Context: an optimization exercise on an open-source flow, tuned for small area and a short achievable clock period. The choices shown serve that exercise and are no tape-out recipe.
Function was checked by simulation only, so behaviour that the tests miss may differ from the original.

Setup of run A:
==> flow/design.v (excerpt) <==
module int8_mac_tree (
    input clk,  
    input reset,  
    input signed [7:0] in0,
    input signed [7:0] in1,
    input signed [7:0] in2,
    input signed [7:0] in3,
    input signed [7:0] in4,
    input signed [7:0] in5,
    input signed [7:0] in6,
    input signed [7:0] in7,
    input signed [7:0] in8,
    input signed [7:0] in9,
    input signed [7:0] in10,
    input signed [7:0] in11,
    input signed [7:0] in12,
    input signed [7:0] in13,
    input signed [7:0] in14,
    input signed [7:0] in15,
    output signed [31:0] out,
    output reg signed [15:0] prod0, prod1, prod2, prod3, prod4, prod5, prod6, prod7,
    output signed [17:0] sum_level2_0, sum_level2_1
);
For scale: ~2,100 cells after synthesis, ~330 I/O pins.
==> flow/config.mk <==
export PLATFORM = sky130hd
export DESIGN_NAME = int8_mac_tree
export DESIGN_NICKNAME = int8_mac_tree
export VERILOG_FILES = /design/flow/design.v
export SDC_FILE = /design/flow/constraint.sdc
export NUM_CORES = 4
export LEC_CHECK = 0
export CAP_MARGIN = 20
export CORE_MARGIN = 2
export CORE_UTILIZATION = 65
export SLEW_MARGIN = 20
export SYNTH_HIERARCHICAL = 1
export SYNTH_MINIMUM_KEEP_SIZE = 0
==> flow/constraint.sdc <==
create_clock -name core_clock -period 12.0 [get_ports {clk}]
set_input_delay 2.4000 -clock core_clock [delete_from_list [all_inputs] [get_ports {clk}]]
set_output_delay 2.4000 -clock core_clock [all_outputs]
set_load 0.01 [all_outputs]
standard.sh (not shown) runs the stock make flow with config.mk's settings and CLKGATE_MAP_FILE= SYNTH_SCRIPT=/design/flow/synth_recipe.tcl, a recipe that flattens the netlist after the stock synthesis.
==> flow/flow/run.sh <==
#!/bin/bash
# Standard layout, with the port buffers made from a plain buffer cell
# instead of the delay buffer buffer_ports picks on its own, and timing
# repair aiming at a setup slack of 6.0 ns.
set -euo pipefail
export BUFFER_PORTS_ARGS="-buffer_cell sky130_fd_sc_hd__buf_2"
bash standard.sh SETUP_SLACK_MARGIN=6.0 finish > standard.log 2>&1
Run A | stages: all done | timing, DRC, antenna: all pass
Modified inputs, run B compared to run A
- CORE_UTILIZATION changed from 65 to 40
==> flow/flow/run.sh <==
#!/bin/bash
# Standard layout, with the port buffers made from a plain buffer cell
# instead of the delay buffer buffer_ports picks on its own.
set -euo pipefail
export BUFFER_PORTS_ARGS="-buffer_cell sky130_fd_sc_hd__buf_2"
bash standard.sh > standard.log 2>&1
==> comparison <==
- In the metrics for run A and run B, the one carrying the lower starting density of the core is run B.
- Run B against run A: count of cells resized by post-cts repair dropped 8.
- Taking run A as the reference, in run B minimum setup slack after placement saw little to no change, final critical-path required period increased 0.45 ns, global-route usage went down by 11 points.
- On die area, run B does worse than run A.
- From run A to run B the numbers moved as follows: wire length +8.1%, number of logic stages on the critical path including buffering rose 2.
[inputs] run C vs run B
- CORE_UTILIZATION: 40 -> 65
==> flow/flow/run.sh <==
#!/bin/bash
# Standard layout, with the port buffers made from a plain buffer cell
# instead of the delay buffer buffer_ports picks on its own, and timing
# repair aiming at a setup slack of 6.5 ns.
set -euo pipefail
export BUFFER_PORTS_ARGS="-buffer_cell sky130_fd_sc_hd__buf_2"
bash standard.sh SETUP_SLACK_MARGIN=6.5 finish > standard.log 2>&1
--- outcome ---
- Global-route usage, run B and run C: lower on run B
- Run C: summed area of non-filler cells in the final layout about 11% above run B
- Highest cell delay on the worst timing path delta for run C relative to run B: 0.03 ns higher
- In the metrics for run B and run C, the one carrying the lower sequential share of layout area is run C.
diff inputs: run C => run D
==> flow/flow/run.sh <==
#!/bin/bash
# Standard layout, with the port buffers made from a plain buffer cell
# instead of the delay buffer buffer_ports picks on its own, and timing
# repair aiming at a setup slack of 6.0 ns.
set -euo pipefail
export BUFFER_PORTS_ARGS="-buffer_cell sky130_fd_sc_hd__buf_1"
bash standard.sh SETUP_SLACK_MARGIN=6.0 finish > standard.log 2>&1
Results
Of run C and run D, the lower proportion of final cell area spent on non-clock buffers belongs to run D. | peak per-stage delay on the critical path | lower: run D |. Lower relative area change from synthesis to final layout among run C and run D: run D. For run C, the timing startpoint of the critical path was prod2[1], unlike run D, where it was prod1[8]. Changes observed in run D relative to run C: fraction of met1 tracks used by global routing fell 0.27 points, combined global-route utilization of all metal layers now sits lower, average wire per standard cell moved down, core utilization went down 10 points. Critical-path maximum fanout: run D vs run C up 3. Run D vs run C: non-filler instance count after layout down by a few percent.

[static timing again, ports no longer ideal]
How much do the figures lean on ideal ports? The routed layouts below were timed once more, with nothing changed but the port constraints.
Step 1 sets driving cells, clkbuf_16 on the clock port and buf_2 on the other inputs (assumed; they add their load-dependent delay and slew).
Step 2 times the ports against the registers' clock, not the clock port: input delays grow and output delays shrink by t, the midpoint of the rising clock arrivals with the driver on.
Slacks: ideal ports / drivers / drivers and shift; pairs: ideal ports / drivers.
run	t (ns)	setup slack, ns	slew at the worst register clock pin (ns)	pins driven straight from the clock port
run A	0.485	6.056 / 6.006 / 5.811	0.07 / 0.07	1
run B	0.538	5.607 / 5.551 / 5.816	0.06 / 0.06	1
run C	0.479	6.135 / 6.085 / 5.882	0.07 / 0.07	1
run D	0.482	6.062 / 6.015 / 5.700	0.07 / 0.07	1
After both steps every run listed still meets setup and hold. The setup slack of run D, which loses most, moves by -0.047 ns with the drivers and by -0.362 ns with both steps.
